Source: an optimization exercise on an open RTL-to-GDS flow (aim: small area and a short achievable clock period). Production flows keep margins and buffers that such runs may drop. The RTL of this run was laid out without a check of its function. No activity file was given, so power comes from the tool's default toggle rates.

File: flow/design.v
module PE (
    input  wire               clk,
    input  wire               rst,
    input  wire               en,
    input  wire               mode_residual,
    input  wire signed [15:0] input_data,
    input  wire signed [15:0] weight_data,
    input  wire signed [15:0] residual_data,
    output reg  signed [15:0] output_data,
    output wire               input_sparse,
    output wire               weight_sparse,
    output wire               computation_skipped,
    output reg         [15:0] sparse_count,
    output reg         [15:0] total_count
);
    assign input_sparse  = (input_data[15:4] == 12'h000) |
                           ((input_data[15:4] == 12'hfff) & (input_data[3:0] != 4'h0));
    assign weight_sparse = (weight_data[15:4] == 12'h000) |
                           ((weight_data[15:4] == 12'hfff) & (weight_data[3:0] != 4'h0));
    assign computation_skipped = input_sparse | weight_sparse;
    wire mac = en & ~computation_skipped;
    reg  [15:0] acc_s;    
    wire pp_0_0 = input_data[0] & weight_data[0];
    wire pp_0_1 = input_data[0] & weight_data[1];
    wire pp_0_2 = input_data[0] & weight_data[2];
    wire pp_0_3 = input_data[0] & weight_data[3];
    wire pp_0_4 = input_data[0] & weight_data[4];
    wire pp_0_5 = input_data[0] & weight_data[5];
    wire pp_0_6 = input_data[0] & weight_data[6];
    wire pp_0_7 = input_data[0] & weight_data[7];
    wire pp_0_8 = input_data[0] & weight_data[8];
    wire pp_0_9 = input_data[0] & weight_data[9];
    wire pp_0_10 = input_data[0] & weight_data[10];
    wire pp_0_11 = input_data[0] & weight_data[11];
    wire pp_0_12 = input_data[0] & weight_data[12];
    wire pp_0_13 = input_data[0] & weight_data[13];
    wire pp_0_14 = input_data[0] & weight_data[14];
    wire pp_0_15 = input_data[0] & weight_data[15];
    wire pp_1_0 = input_data[1] & weight_data[0];
    wire pp_1_1 = input_data[1] & weight_data[1];
    wire pp_1_2 = input_data[1] & weight_data[2];
    wire pp_1_3 = input_data[1] & weight_data[3];
    wire pp_1_4 = input_data[1] & weight_data[4];
    wire pp_1_5 = input_data[1] & weight_data[5];
    wire pp_1_6 = input_data[1] & weight_data[6];
    wire pp_1_7 = input_data[1] & weight_data[7];
    wire pp_1_8 = input_data[1] & weight_data[8];
    wire pp_1_9 = input_data[1] & weight_data[9];
    wire pp_1_10 = input_data[1] & weight_data[10];
    wire pp_1_11 = input_data[1] & weight_data[11];
    wire pp_1_12 = input_data[1] & weight_data[12];
    wire pp_1_13 = input_data[1] & weight_data[13];
    wire pp_1_14 = input_data[1] & weight_data[14];
    wire pp_2_0 = input_data[2] & weight_data[0];
    wire pp_2_1 = input_data[2] & weight_data[1];
    wire pp_2_2 = input_data[2] & weight_data[2];
    wire pp_2_3 = input_data[2] & weight_data[3];
    wire pp_2_4 = input_data[2] & weight_data[4];
    wire pp_2_5 = input_data[2] & weight_data[5];
    wire pp_2_6 = input_data[2] & weight_data[6];
    wire pp_2_7 = input_data[2] & weight_data[7];
    wire pp_2_8 = input_data[2] & weight_data[8];
    wire pp_2_9 = input_data[2] & weight_data[9];
    wire pp_2_10 = input_data[2] & weight_data[10];
    wire pp_2_11 = input_data[2] & weight_data[11];
    wire pp_2_12 = input_data[2] & weight_data[12];
    wire pp_2_13 = input_data[2] & weight_data[13];
    wire pp_3_0 = input_data[3] & weight_data[0];
    wire pp_3_1 = input_data[3] & weight_data[1];
    wire pp_3_2 = input_data[3] & weight_data[2];
    wire pp_3_3 = input_data[3] & weight_data[3];
    wire pp_3_4 = input_data[3] & weight_data[4];
    wire pp_3_5 = input_data[3] & weight_data[5];
    wire pp_3_6 = input_data[3] & weight_data[6];
    wire pp_3_7 = input_data[3] & weight_data[7];
    wire pp_3_8 = input_data[3] & weight_data[8];
    wire pp_3_9 = input_data[3] & weight_data[9];
    wire pp_3_10 = input_data[3] & weight_data[10];
    wire pp_3_11 = input_data[3] & weight_data[11];
    wire pp_3_12 = input_data[3] & weight_data[12];
    wire pp_4_0 = input_data[4] & weight_data[0];
    wire pp_4_1 = input_data[4] & weight_data[1];
    wire pp_4_2 = input_data[4] & weight_data[2];
    wire pp_4_3 = input_data[4] & weight_data[3];
    wire pp_4_4 = input_data[4] & weight_data[4];
    wire pp_4_5 = input_data[4] & weight_data[5];
    wire pp_4_6 = input_data[4] & weight_data[6];
    wire pp_4_7 = input_data[4] & weight_data[7];
    wire pp_4_8 = input_data[4] & weight_data[8];
    wire pp_4_9 = input_data[4] & weight_data[9];
    wire pp_4_10 = input_data[4] & weight_data[10];
    wire pp_4_11 = input_data[4] & weight_data[11];
    wire pp_5_0 = input_data[5] & weight_data[0];
    wire pp_5_1 = input_data[5] & weight_data[1];
    wire pp_5_2 = input_data[5] & weight_data[2];
    wire pp_5_3 = input_data[5] & weight_data[3];
    wire pp_5_4 = input_data[5] & weight_data[4];
    wire pp_5_5 = input_data[5] & weight_data[5];
    wire pp_5_6 = input_data[5] & weight_data[6];
    wire pp_5_7 = input_data[5] & weight_data[7];
    wire pp_5_8 = input_data[5] & weight_data[8];
    wire pp_5_9 = input_data[5] & weight_data[9];
    wire pp_5_10 = input_data[5] & weight_data[10];
    wire pp_6_0 = input_data[6] & weight_data[0];
    wire pp_6_1 = input_data[6] & weight_data[1];
    wire pp_6_2 = input_data[6] & weight_data[2];
    wire pp_6_3 = input_data[6] & weight_data[3];
    wire pp_6_4 = input_data[6] & weight_data[4];
    wire pp_6_5 = input_data[6] & weight_data[5];
    wire pp_6_6 = input_data[6] & weight_data[6];
    wire pp_6_7 = input_data[6] & weight_data[7];
    wire pp_6_8 = input_data[6] & weight_data[8];
    wire pp_6_9 = input_data[6] & weight_data[9];
    wire pp_7_0 = input_data[7] & weight_data[0];
    wire pp_7_1 = input_data[7] & weight_data[1];
    wire pp_7_2 = input_data[7] & weight_data[2];
    wire pp_7_3 = input_data[7] & weight_data[3];
    wire pp_7_4 = input_data[7] & weight_data[4];
    wire pp_7_5 = input_data[7] & weight_data[5];
    wire pp_7_6 = input_data[7] & weight_data[6];
    wire pp_7_7 = input_data[7] & weight_data[7];
    wire pp_7_8 = input_data[7] & weight_data[8];
    wire pp_8_0 = input_data[8] & weight_data[0];
    wire pp_8_1 = input_data[8] & weight_data[1];
    wire pp_8_2 = input_data[8] & weight_data[2];
    wire pp_8_3 = input_data[8] & weight_data[3];
    wire pp_8_4 = input_data[8] & weight_data[4];
    wire pp_8_5 = input_data[8] & weight_data[5];
    wire pp_8_6 = input_data[8] & weight_data[6];
    wire pp_8_7 = input_data[8] & weight_data[7];
    wire pp_9_0 = input_data[9] & weight_data[0];
    wire pp_9_1 = input_data[9] & weight_data[1];
    wire pp_9_2 = input_data[9] & weight_data[2];
    wire pp_9_3 = input_data[9] & weight_data[3];
    wire pp_9_4 = input_data[9] & weight_data[4];
    wire pp_9_5 = input_data[9] & weight_data[5];
    wire pp_9_6 = input_data[9] & weight_data[6];
    wire pp_10_0 = input_data[10] & weight_data[0];
    wire pp_10_1 = input_data[10] & weight_data[1];
    wire pp_10_2 = input_data[10] & weight_data[2];
    wire pp_10_3 = input_data[10] & weight_data[3];
    wire pp_10_4 = input_data[10] & weight_data[4];
    wire pp_10_5 = input_data[10] & weight_data[5];
    wire pp_11_0 = input_data[11] & weight_data[0];
    wire pp_11_1 = input_data[11] & weight_data[1];
    wire pp_11_2 = input_data[11] & weight_data[2];
    wire pp_11_3 = input_data[11] & weight_data[3];
    wire pp_11_4 = input_data[11] & weight_data[4];
    wire pp_12_0 = input_data[12] & weight_data[0];
    wire pp_12_1 = input_data[12] & weight_data[1];
    wire pp_12_2 = input_data[12] & weight_data[2];
    wire pp_12_3 = input_data[12] & weight_data[3];
    wire pp_13_0 = input_data[13] & weight_data[0];
    wire pp_13_1 = input_data[13] & weight_data[1];
    wire pp_13_2 = input_data[13] & weight_data[2];
    wire pp_14_0 = input_data[14] & weight_data[0];
    wire pp_14_1 = input_data[14] & weight_data[1];
    wire pp_15_0 = input_data[15] & weight_data[0];
    wire hs0, hc0;
    ha u_ha0 (.a(acc_s[12]), .b(pp_0_12), .s(hs0), .co(hc0));
    wire fs0, fc0;
    fa u_fa0 (.a(acc_s[13]), .b(pp_0_13), .c(pp_10_3), .s(fs0), .co(fc0));
    wire hs1, hc1;
    ha u_ha1 (.a(pp_11_2), .b(pp_12_1), .s(hs1), .co(hc1));
    wire fs1, fc1;
    fa u_fa1 (.a(acc_s[14]), .b(pp_0_14), .c(pp_10_4), .s(fs1), .co(fc1));
    wire fs2, fc2;
    fa u_fa2 (.a(pp_11_3), .b(pp_12_2), .c(pp_13_1), .s(fs2), .co(fc2));
    wire hs2, hc2;
    ha u_ha2 (.a(pp_14_0), .b(pp_1_13), .s(hs2), .co(hc2));
    wire hs3, hc3;
    ha u_ha3 (.a(acc_s[8]), .b(pp_0_8), .s(hs3), .co(hc3));
    wire fs3, fc3;
    fa u_fa3 (.a(acc_s[9]), .b(pp_0_9), .c(pp_1_8), .s(fs3), .co(fc3));
    wire hs4, hc4;
    ha u_ha4 (.a(pp_2_7), .b(pp_3_6), .s(hs4), .co(hc4));
    wire fs4, fc4;
    fa u_fa4 (.a(acc_s[10]), .b(pp_0_10), .c(pp_10_0), .s(fs4), .co(fc4));
    wire fs5, fc5;
    fa u_fa5 (.a(pp_1_9), .b(pp_2_8), .c(pp_3_7), .s(fs5), .co(fc5));
    wire hs5, hc5;
    ha u_ha5 (.a(pp_4_6), .b(pp_5_5), .s(hs5), .co(hc5));
    wire fs6, fc6;
    fa u_fa6 (.a(acc_s[11]), .b(pp_0_11), .c(pp_10_1), .s(fs6), .co(fc6));
    wire fs7, fc7;
    fa u_fa7 (.a(pp_11_0), .b(pp_1_10), .c(pp_2_9), .s(fs7), .co(fc7));
    wire fs8, fc8;
    fa u_fa8 (.a(pp_3_8), .b(pp_4_7), .c(pp_5_6), .s(fs8), .co(fc8));
    wire hs6, hc6;
    ha u_ha6 (.a(pp_6_5), .b(pp_7_4), .s(hs6), .co(hc6));
    wire fs9, fc9;
    fa u_fa9 (.a(pp_10_2), .b(pp_11_1), .c(pp_12_0), .s(fs9), .co(fc9));
    wire fs10, fc10;
    fa u_fa10 (.a(pp_1_11), .b(pp_2_10), .c(pp_3_9), .s(fs10), .co(fc10));
    wire fs11, fc11;
    fa u_fa11 (.a(pp_4_8), .b(pp_5_7), .c(pp_6_6), .s(fs11), .co(fc11));
    wire fs12, fc12;
    fa u_fa12 (.a(pp_7_5), .b(pp_8_4), .c(pp_9_3), .s(fs12), .co(fc12));
    wire fs13, fc13;
    fa u_fa13 (.a(pp_13_0), .b(pp_1_12), .c(pp_2_11), .s(fs13), .co(fc13));
    wire fs14, fc14;
    fa u_fa14 (.a(pp_3_10), .b(pp_4_9), .c(pp_5_8), .s(fs14), .co(fc14));
    wire fs15, fc15;
    fa u_fa15 (.a(pp_6_7), .b(pp_7_6), .c(pp_8_5), .s(fs15), .co(fc15));
    wire fs16, fc16;
    fa u_fa16 (.a(pp_9_4), .b(hc0), .c(hs1), .s(fs16), .co(fc16));
    wire fs17, fc17;
    fa u_fa17 (.a(pp_2_12), .b(pp_3_11), .c(pp_4_10), .s(fs17), .co(fc17));
    wire fs18, fc18;
    fa u_fa18 (.a(pp_5_9), .b(pp_6_8), .c(pp_7_7), .s(fs18), .co(fc18));
    wire fs19, fc19;
    fa u_fa19 (.a(pp_8_6), .b(pp_9_5), .c(hc1), .s(fs19), .co(fc19));
    wire fs20, fc20;
    fa u_fa20 (.a(hs2), .b(fc0), .c(fs1), .s(fs20), .co(fc20));
    wire hs7, hc7;
    ha u_ha7 (.a(acc_s[5]), .b(pp_0_5), .s(hs7), .co(hc7));
    wire fs21, fc21;
    fa u_fa21 (.a(acc_s[6]), .b(pp_0_6), .c(pp_1_5), .s(fs21), .co(fc21));
    wire hs8, hc8;
    ha u_ha8 (.a(pp_2_4), .b(pp_3_3), .s(hs8), .co(hc8));
    wire fs22, fc22;
    fa u_fa22 (.a(acc_s[7]), .b(pp_0_7), .c(pp_1_6), .s(fs22), .co(fc22));
    wire fs23, fc23;
    fa u_fa23 (.a(pp_2_5), .b(pp_3_4), .c(pp_4_3), .s(fs23), .co(fc23));
    wire hs9, hc9;
    ha u_ha9 (.a(pp_5_2), .b(pp_6_1), .s(hs9), .co(hc9));
    wire fs24, fc24;
    fa u_fa24 (.a(pp_1_7), .b(pp_2_6), .c(pp_3_5), .s(fs24), .co(fc24));
    wire fs25, fc25;
    fa u_fa25 (.a(pp_4_4), .b(pp_5_3), .c(pp_6_2), .s(fs25), .co(fc25));
    wire fs26, fc26;
    fa u_fa26 (.a(pp_7_1), .b(pp_8_0), .c(hs3), .s(fs26), .co(fc26));
    wire fs27, fc27;
    fa u_fa27 (.a(pp_4_5), .b(pp_5_4), .c(pp_6_3), .s(fs27), .co(fc27));
    wire fs28, fc28;
    fa u_fa28 (.a(pp_7_2), .b(pp_8_1), .c(pp_9_0), .s(fs28), .co(fc28));
    wire fs29, fc29;
    fa u_fa29 (.a(hc3), .b(hs4), .c(fs3), .s(fs29), .co(fc29));
    wire fs30, fc30;
    fa u_fa30 (.a(pp_6_4), .b(pp_7_3), .c(pp_8_2), .s(fs30), .co(fc30));
    wire fs31, fc31;
    fa u_fa31 (.a(pp_9_1), .b(hc4), .c(hs5), .s(fs31), .co(fc31));
    wire fs32, fc32;
    fa u_fa32 (.a(fc3), .b(fs4), .c(fs5), .s(fs32), .co(fc32));
    wire fs33, fc33;
    fa u_fa33 (.a(pp_8_3), .b(pp_9_2), .c(hc5), .s(fs33), .co(fc33));
    wire fs34, fc34;
    fa u_fa34 (.a(hs6), .b(fc4), .c(fc5), .s(fs34), .co(fc34));
    wire fs35, fc35;
    fa u_fa35 (.a(fs6), .b(fs7), .c(fs8), .s(fs35), .co(fc35));
    wire fs36, fc36;
    fa u_fa36 (.a(hc6), .b(hs0), .c(fc6), .s(fs36), .co(fc36));
    wire fs37, fc37;
    fa u_fa37 (.a(fc7), .b(fc8), .c(fs10), .s(fs37), .co(fc37));
    wire fs38, fc38;
    fa u_fa38 (.a(fs11), .b(fs12), .c(fs9), .s(fs38), .co(fc38));
    wire fs39, fc39;
    fa u_fa39 (.a(fc10), .b(fc11), .c(fc12), .s(fs39), .co(fc39));
    wire fs40, fc40;
    fa u_fa40 (.a(fc9), .b(fs0), .c(fs13), .s(fs40), .co(fc40));
    wire fs41, fc41;
    fa u_fa41 (.a(fs14), .b(fs15), .c(fs16), .s(fs41), .co(fc41));
    wire fs42, fc42;
    fa u_fa42 (.a(fc13), .b(fc14), .c(fc15), .s(fs42), .co(fc42));
    wire fs43, fc43;
    fa u_fa43 (.a(fs17), .b(fs18), .c(fs2), .s(fs43), .co(fc43));
    wire fs44, fc44;
    fa u_fa44 (.a(fc16), .b(fs19), .c(fs20), .s(fs44), .co(fc44));
    wire hs10, hc10;
    ha u_ha10 (.a(acc_s[3]), .b(pp_0_3), .s(hs10), .co(hc10));
    wire fs45, fc45;
    fa u_fa45 (.a(acc_s[4]), .b(pp_0_4), .c(pp_1_3), .s(fs45), .co(fc45));
    wire hs11, hc11;
    ha u_ha11 (.a(pp_2_2), .b(pp_3_1), .s(hs11), .co(hc11));
    wire fs46, fc46;
    fa u_fa46 (.a(pp_1_4), .b(pp_2_3), .c(pp_3_2), .s(fs46), .co(fc46));
    wire fs47, fc47;
    fa u_fa47 (.a(pp_4_1), .b(pp_5_0), .c(hs7), .s(fs47), .co(fc47));
    wire fs48, fc48;
    fa u_fa48 (.a(pp_4_2), .b(pp_5_1), .c(pp_6_0), .s(fs48), .co(fc48));
    wire fs49, fc49;
    fa u_fa49 (.a(hc7), .b(hs8), .c(fs21), .s(fs49), .co(fc49));
    wire fs50, fc50;
    fa u_fa50 (.a(pp_7_0), .b(hc8), .c(hs9), .s(fs50), .co(fc50));
    wire fs51, fc51;
    fa u_fa51 (.a(fc21), .b(fs22), .c(fs23), .s(fs51), .co(fc51));
    wire fs52, fc52;
    fa u_fa52 (.a(hc9), .b(fc22), .c(fc23), .s(fs52), .co(fc52));
    wire fs53, fc53;
    fa u_fa53 (.a(fs24), .b(fs25), .c(fs26), .s(fs53), .co(fc53));
    wire fs54, fc54;
    fa u_fa54 (.a(fc24), .b(fc25), .c(fs27), .s(fs54), .co(fc54));
    wire fs55, fc55;
    fa u_fa55 (.a(fs28), .b(fc26), .c(fs29), .s(fs55), .co(fc55));
    wire fs56, fc56;
    fa u_fa56 (.a(fc27), .b(fc28), .c(fs30), .s(fs56), .co(fc56));
    wire fs57, fc57;
    fa u_fa57 (.a(fs31), .b(fc29), .c(fs32), .s(fs57), .co(fc57));
    wire fs58, fc58;
    fa u_fa58 (.a(fc30), .b(fc31), .c(fs33), .s(fs58), .co(fc58));
    wire fs59, fc59;
    fa u_fa59 (.a(fc32), .b(fs34), .c(fs35), .s(fs59), .co(fc59));
    wire fs60, fc60;
    fa u_fa60 (.a(fc33), .b(fc34), .c(fc35), .s(fs60), .co(fc60));
    wire fs61, fc61;
    fa u_fa61 (.a(fs36), .b(fs37), .c(fs38), .s(fs61), .co(fc61));
    wire fs62, fc62;
    fa u_fa62 (.a(fc36), .b(fc37), .c(fc38), .s(fs62), .co(fc62));
    wire fs63, fc63;
    fa u_fa63 (.a(fs39), .b(fs40), .c(fs41), .s(fs63), .co(fc63));
    wire fs64, fc64;
    fa u_fa64 (.a(fc39), .b(fc40), .c(fs42), .s(fs64), .co(fc64));
    wire fs65, fc65;
    fa u_fa65 (.a(fs43), .b(fc41), .c(fs44), .s(fs65), .co(fc65));
    wire hs12, hc12;
    ha u_ha12 (.a(acc_s[2]), .b(pp_0_2), .s(hs12), .co(hc12));
    wire fs66, fc66;
    fa u_fa66 (.a(pp_1_2), .b(pp_2_1), .c(pp_3_0), .s(fs66), .co(fc66));
    wire fs67, fc67;
    fa u_fa67 (.a(pp_4_0), .b(hc10), .c(hs11), .s(fs67), .co(fc67));
    wire fs68, fc68;
    fa u_fa68 (.a(hc11), .b(fc45), .c(fs46), .s(fs68), .co(fc68));
    wire fs69, fc69;
    fa u_fa69 (.a(fc46), .b(fs48), .c(fc47), .s(fs69), .co(fc69));
    wire fs70, fc70;
    fa u_fa70 (.a(fc48), .b(fs50), .c(fc49), .s(fs70), .co(fc70));
    wire fs71, fc71;
    fa u_fa71 (.a(fc50), .b(fc51), .c(fs52), .s(fs71), .co(fc71));
    wire fs72, fc72;
    fa u_fa72 (.a(fc52), .b(fs54), .c(fc53), .s(fs72), .co(fc72));
    wire fs73, fc73;
    fa u_fa73 (.a(fc54), .b(fs56), .c(fc55), .s(fs73), .co(fc73));
    wire fs74, fc74;
    fa u_fa74 (.a(fc56), .b(fs58), .c(fc57), .s(fs74), .co(fc74));
    wire fs75, fc75;
    fa u_fa75 (.a(fc58), .b(fc59), .c(fs60), .s(fs75), .co(fc75));
    wire fs76, fc76;
    fa u_fa76 (.a(fc60), .b(fc61), .c(fs62), .s(fs76), .co(fc76));
    wire fs77, fc77;
    fa u_fa77 (.a(fc62), .b(fs64), .c(fc63), .s(fs77), .co(fc77));
    wire hs13, hc13;
    ha u_ha13 (.a(acc_s[1]), .b(pp_0_1), .s(hs13), .co(hc13));
    wire fs78, fc78;
    fa u_fa78 (.a(pp_1_1), .b(pp_2_0), .c(hs12), .s(fs78), .co(fc78));
    wire fs79, fc79;
    fa u_fa79 (.a(hc12), .b(hs10), .c(fs66), .s(fs79), .co(fc79));
    wire fs80, fc80;
    fa u_fa80 (.a(fc66), .b(fs45), .c(fs67), .s(fs80), .co(fc80));
    wire fs81, fc81;
    fa u_fa81 (.a(fc67), .b(fs47), .c(fs68), .s(fs81), .co(fc81));
    wire fs82, fc82;
    fa u_fa82 (.a(fc68), .b(fs49), .c(fs69), .s(fs82), .co(fc82));
    wire fs83, fc83;
    fa u_fa83 (.a(fs51), .b(fc69), .c(fs70), .s(fs83), .co(fc83));
    wire fs84, fc84;
    fa u_fa84 (.a(fs53), .b(fc70), .c(fs71), .s(fs84), .co(fc84));
    wire fs85, fc85;
    fa u_fa85 (.a(fc71), .b(fs55), .c(fs72), .s(fs85), .co(fc85));
    wire fs86, fc86;
    fa u_fa86 (.a(fs57), .b(fc72), .c(fs73), .s(fs86), .co(fc86));
    wire fs87, fc87;
    fa u_fa87 (.a(fs59), .b(fc73), .c(fs74), .s(fs87), .co(fc87));
    wire fs88, fc88;
    fa u_fa88 (.a(fs61), .b(fc74), .c(fs75), .s(fs88), .co(fc88));
    wire fs89, fc89;
    fa u_fa89 (.a(fs63), .b(fc75), .c(fs76), .s(fs89), .co(fc89));
    wire fs90, fc90;
    fa u_fa90 (.a(fc76), .b(fs65), .c(fs77), .s(fs90), .co(fc90));
    wire x15_0 = acc_s[15] ^ pp_0_15;
    wire x15_1 = pp_10_5 ^ pp_11_4;
    wire x15_2 = pp_12_3 ^ pp_13_2;
    wire x15_3 = pp_14_1 ^ pp_15_0;
    wire x15_4 = pp_1_14 ^ pp_2_13;
    wire x15_5 = pp_3_12 ^ pp_4_11;
    wire x15_6 = pp_5_10 ^ pp_6_9;
    wire x15_7 = pp_7_8 ^ pp_8_7;
    wire x15_8 = pp_9_6 ^ x15_0;
    wire x15_9 = x15_1 ^ x15_2;
    wire x15_10 = x15_3 ^ x15_4;
    wire x15_11 = x15_5 ^ x15_6;
    wire x15_12 = x15_7 ^ hc2;
    wire x15_13 = fc1 ^ fc17;
    wire x15_14 = fc18 ^ fc2;
    wire x15_15 = x15_10 ^ x15_11;
    wire x15_16 = x15_8 ^ x15_9;
    wire x15_17 = x15_12 ^ x15_13;
    wire x15_18 = x15_14 ^ x15_15;
    wire x15_19 = x15_16 ^ fc19;
    wire x15_20 = fc42 ^ x15_17;
    wire x15_21 = x15_18 ^ fc20;
    wire x15_22 = fc43 ^ x15_19;
    wire x15_23 = x15_20 ^ x15_21;
    wire x15_24 = x15_22 ^ fc64;
    wire x15_25 = x15_23 ^ fc44;
    wire x15_26 = x15_24 ^ x15_25;
    wire x15_27 = x15_26 ^ fc65;
    wire x15_28 = fc77 ^ x15_27;
    wire x15_29 = x15_28 ^ fc90;
    wire [15:0] row0 = {x15_29, fc89, fc88, fc87, fc86, fc85, fc84, fc83, fc82, fc81, fc80, fc79, fc78, hc13, pp_1_0, acc_s[0]};
    wire [15:0] row1 = {1'b0, fs90, fs89, fs88, fs87, fs86, fs85, fs84, fs83, fs82, fs81, fs80, fs79, fs78, hs13, pp_0_0};
    wire [15:0] acc_nx = row0 + row1;
    always @(posedge clk or posedge rst) begin
        if (rst) begin
            acc_s <= 16'd0;
            output_data <= 16'd0;
            sparse_count <= 16'd0;
            total_count <= 16'd0;
        end else begin
            total_count  <= total_count + {15'd0, en};
            sparse_count <= sparse_count + {15'd0, en & computation_skipped};
            if (mac) acc_s <= acc_nx;
            if (en) output_data <= acc_s + (mode_residual ? residual_data : 16'd0);
        end
    end
endmodule
module fa (input wire a, input wire b, input wire c, output wire s, output wire co);
    assign s = a ^ b ^ c;
    assign co = (a & b) | (a & c) | (b & c);
endmodule
module ha (input wire a, input wire b, output wire s, output wire co);
    assign s = a ^ b;
    assign co = a & b;
endmodule
File: flow/flow/run.sh
#!/bin/bash
# Standard ORFS layout, with port buffers of the smallest buffer cell
# (instead of buffer_ports' default pick, clkdlybuf4s50_1).
set -euo pipefail
export BUFFER_PORTS_ARGS="-buffer_cell sky130_fd_sc_hd__buf_1"
bash standard.sh finish > standard_flow.log 2>&1
File: flow/standard.sh
#!/bin/bash
# synth_recipe.tcl (not shown) runs the flow's synth.tcl, then flattens the netlist and writes it again
# the make line also repeats each setting of config.mk as NAME=value (left out here)
make -C /OpenROAD-flow-scripts/flow DESIGN_CONFIG=/design/flow/config.mk WORK_HOME=/design/flow/orfs CLKGATE_MAP_FILE= SYNTH_SCRIPT=/design/flow/synth_recipe.tcl "${@:-finish}"
File: flow/config.mk
export PLATFORM = sky130hd
export DESIGN_NAME = PE
export DESIGN_NICKNAME = PE
export VERILOG_FILES = /design/flow/design.v
export SDC_FILE = /design/flow/constraint.sdc
export NUM_CORES = 4
export LEC_CHECK = 0
export CAP_MARGIN = 20
export CORE_MARGIN = 2
export CORE_UTILIZATION = 40
export PLACE_DENSITY = 0.6
export SETUP_SLACK_MARGIN = 3
export SLEW_MARGIN = 20
export SYNTH_HIERARCHICAL = 1
export SYNTH_MINIMUM_KEEP_SIZE = 0
File: flow/constraint.sdc
create_clock -name core_clock -period 8.0 [get_ports {clk}]
set_input_delay 1.6000 -clock core_clock [delete_from_list [all_inputs] [get_ports {clk}]]
set_output_delay 1.6000 -clock core_clock [all_outputs]
set_load 0.01 [all_outputs]
==> flow_metrics.py <==
metrics = {
    "clock_network": {
        "clkTransAtPathRegs_ns": 0.05,
        "tritoncts": "done",
        "htree_levels": 3,
        "insertion_delay_ns": 0.33,
        "cts.root.buffer_cell": "clkbuf_16",
        "clock-sinks": 64,
        "cts-buffers-inserted": 9,
        "clk_path_buf_depth": 2,
    },
    "pwr": {
        "p_sw_uw": 1820,
        "netSwitchingFraction_pct": 43.5,
        "p_seq_share_pct": 13.3,
        "pwr-share-clk_pct": 9.7,
        "power_leakage_uw": 0.00376,
        "power_density_nw_per_um2": 491,
        "max-vdd-ir-drop_mv": 0.348,
        "intPower_uw": 2370,
        "combPwrFrac_pct": 77.1,
    },
    "sta": {
        "setup_viol": 0,
        "fmax_mhz": 189,
        "tns_ns": 0,
        "worst_pin_slew_ns": 0.927,
        "fin_crit_ns": 5.30,
        "fin_skew_ns": 0.00860,
        "fin_crit_sh_pct": 66.3,
        "rsz0062_at_grt": "true",
        "drv_slew": 0,
        "hold_viol": 0,
        "relSlewSlack_pct": 38.0,
    },
    "layout": {
        "drive_above_1_share_pct": 14.0,
        "layout.nets": 995,
        "syn_to_final_growth_pct": 18.8,
        "design_area_um2": 8530,
        "n_antenna_cell": 0,
        "regArea_um2": 1600,
        "multi_input_area_um2": 5640,
        "fin_cells": 1032,
        "fillers": 1623,
    },
    "yosys": {
        "avgSynthCellArea_um2": 10.2,
        "synth_fp_nets": 894,
        "async_reset_ff_share_pct": 100,
        "synth_edf_count": 0,
        "ys_ff_latch": 64,
        "netlist_instances": 701,
        "yosysTopAreaCell": "fa_1",
        "synthTopCellsByArea": "fa_1 26%, dfrtp_1 22%, and2_1 12%",
        "yosysMostFrequentCell": "and2_1",
        "synth_cell_types": 43,
        "syn_area_um2": 7180,
        "synth_top_cell_area_share_pct": 25.9,
        "yosys_warnings": 7,
        "ys_seq_area_share_pct": 22.3,
        "ys_top_cells_by_count": "137 x and2_1, 93 x fa_1, 64 x dfrtp_1, 58 x nand2_1, 57 x xnor2_1",
        "synth_ff_type": "dfrtp_1",
    },
    "floorplanning": {
        "row_count": 48,
        "fp.coreArea_um2": 17400,
        "die_x_um": 138,
        "initial_core_util_pct": 41.2,
        "die_y_um": 138,
        "io_pins": 103,
        "die_area_um2": 19000,
    },
    "setup_path": {
        "crit_cells": 15,
        "crit_chain": "buf_2, and2_1, ha_1, fa_1, fa_1, fa_2, fa_1, fa_2, xnor2_2, xnor2_1, xnor2_1, xnor2_1, xnor3_1, xnor2_1, o21ai_1",
        "path_buf_inv": 1,
        "critPathMostFrequentCell": "xnor2_1",
        "r2r-end": "acc_s[15]",
        "reg2regPathDepth": 12,
        "rrSetupSlack_ns": 3.85,
        "critPathArrivalTime_ns": 5.48,
        "crit_path_end_kind": "flop",
        "crit_start": "input_data[11]",
        "cp_max_fo": 7,
        "critical_path_class": "primary input to flop",
        "timing.rr.start": "acc_s[14]",
        "slowest_stage": "fa_1",
        "worstPathRequired_ns": 8.18,
        "cp-endpoint": "acc_s[15]",
        "cpPeakStageDelay_ns": 0.52,
        "critPathTopFamily": "adder cells",
        "start_kind": "primary input",
    },
    "place": {
        "place_area_um2": 7840,
        "hpwlAfterDp_mm": 14.4,
        "dpl.cell_count": 1007,
        "gp_congestion": 0.842,
        "port-buffer-count": 102,
    },
    "route": {
        "via_per_inst": 5.22,
        "avgRoutedWirePerCell_um": 17.7,
        "drt-total-wl_mm": 18.3,
        "drc": 0,
        "vias": 5386,
        "firstDrtPassIters": 4,
        "ant_nets": 0,
        "drtIter0Drc": 274,
    },
    "global_routing": {
        "grt_usage_pct": 20.3,
        "first_global_vias": 5561,
        "grt_pass1_wl_mm": 29.3,
        "antenna_found_initial": 0,
        "overflow": 0,
        "grt_max_degree": 44,
    },
    "status": {
        "status": "no timing/DRC/antenna violations",
    },
    "run": {
        "max_cap_violations": 0,
    },
    "worst_hold_path": {
        "hp-class": "flop to flop",
    },
}
[cells by family (layout without fill, tap and decap cells)]
group,Yosys count,in the layout,share of synthesized area (%)
multiplexers,11,11,1.73
XOR/XNOR,80,80,9.95
AO/OA/AOI/OAI,93,93,8.78
flip-flops,64,64,22.3
AND/OR/NAND/NOR,275,275,20.9
adder cells (fa/ha/maj),141,141,34.3
buffers and inverters,37,143,1.99
[registers in the layout, indices dropped and copies added, names as in the netlist]
| signal | count |
|---|---|
| acc_s | 16 |
| output_data | 16 |
| sparse_count | 16 |
| total_count | 16 |
[modules after synthesis (local to each module, per instance)]
module | copies in the design | area [um2]
fa | 91 | 20.0
ha | 14 | 12.5
PE | 1 | 5180
[worst register-to-register path, stage by stage, from the launching register on]
cell and delay (ns):
dfrtp_1 0.48, fa_1 0.61, fa_1 0.43, fa_1 0.52, fa_1 0.46, fa_2 0.39
xnor2_2 0.14, xnor2_1 0.19, xnor2_1 0.16, xnor2_1 0.16, xnor3_1 0.26, xnor2_1 0.14
o21ai_1 0.07
[timing repair]
action	CTS	global route
setup buffers	7	1
hold buffers	0	0
setup endpoints to repair	7	7
pin swaps	32	20
gates cloned	1	0
resized for setup	76	17
[cell type report]
| type | count | share of cell area (%) |
|---|---|---|
| Sequential cell | 64 | 18.8 |
| Timing Repair Buffer | 113 | 7.41 |
| Tap cell | 225 | 3.30 |
| Inverter | 14 | 0.616 |
| Clock inverter | 4 | 0.602 |
| Clock buffer | 12 | 3.13 |
| Multi-Input combinational cell | 600 | 66.2 |
[layout by cell type, fill, tap and decap left out, drive strengths merged, types with 4 or more instances in the layout]
| cell type | n |
|---|---|
| nand4 | 14 |
| mux2 | 11 |
| nor3 | 6 |
| and2 | 137 |
| dfrtp | 64 |
| or2 | 5 |
| nor2 | 22 |
| o21ai | 25 |
| inv | 13 |
| buf | 111 |
| xnor2 | 57 |
| a21o | 13 |
| xor2 | 22 |
| fa | 93 |
| ha | 48 |
| a21oi | 19 |
| nand3 | 9 |
| o21a | 9 |
| a31oi | 4 |
| and3 | 8 |
| nand2 | 58 |
| clkbuf | 13 |
| nor4 | 10 |
[stage by stage]
stage	utilization [%]	setup slack [ns]	hold WS, ns	total power (uW)
finish	49.0	2.70	0.475	4190
global route	49.0	2.52	0.503	4640
CTS	48.6	2.69	0.484	4060
detailed placement	45.0	1.99	0.471	3360
global placement	45.0	2.05	0.462	3360
floorplan	-	2.59	0.484	2800
[how the worst min path moves through the flow]
stage / from / to / slack [ns] / depth (start not counted)
global placement: total_count[15] / total_count[15] / 0.46 / 1
CTS: output_data[4] / output_data[4] / 0.48 / 2
detailed placement: output_data[4] / output_data[4] / 0.47 / 2
global route: total_count[15] / total_count[15] / 0.50 / 1
finish: total_count[15] / total_count[15] / 0.48 / 1
floorplan: acc_s[2] / acc_s[2] / 0.48 / 2
[power by group through the flow]
stage / Clock, uW / Sequential, uW / Combinational (uW)
2_1_floorplan: 0 / 543 / 2250
3_3_place_gp: 0 / 560 / 2800
3_5_place_dp: 0 / 560 / 2800
4_1_cts: 415 / 557 / 3090
5_1_grt: 428 / 572 / 3640
6_report: 405 / 555 / 3230
[metal layers]
metal  vias to the layer above  share of wire (%)  global-route usage (%)
met5                         -                  0                       0
met4                         0                1.5                    6.52
met3                        24                5.4                    2.56
met2                       189                 46                    32.1
met1                      2624                 47                    28.9
li1                       2549                  -                       -

-- port drivers added, routing unchanged --
The results above use ideal ports. As a check the final layout listed here was re-extracted and re-timed, cells and wires unchanged. Step 1 sets driving cells, clkbuf_16 on the clock port and buf_2 on the other inputs (assumed; they add their load-dependent delay and slew). Step 2, shift: input delay + t, output delay - t, t = (earliest + latest rising clock arrival at the registers) / 2. This alone moves slack from input paths to output paths. Three values: ideal ports, drivers, drivers and shift; two values: the first two.
t (ns): 0.360
setup slack, ns: 2.697 / 2.705 / 2.345
worst slew at a driven data input, ns: 0.09
cell pins on the clock port's net: 1
After both steps this run still meets setup and hold. For this run, drivers alone change the setup slack by +0.008 ns; drivers and shift together by -0.352 ns.
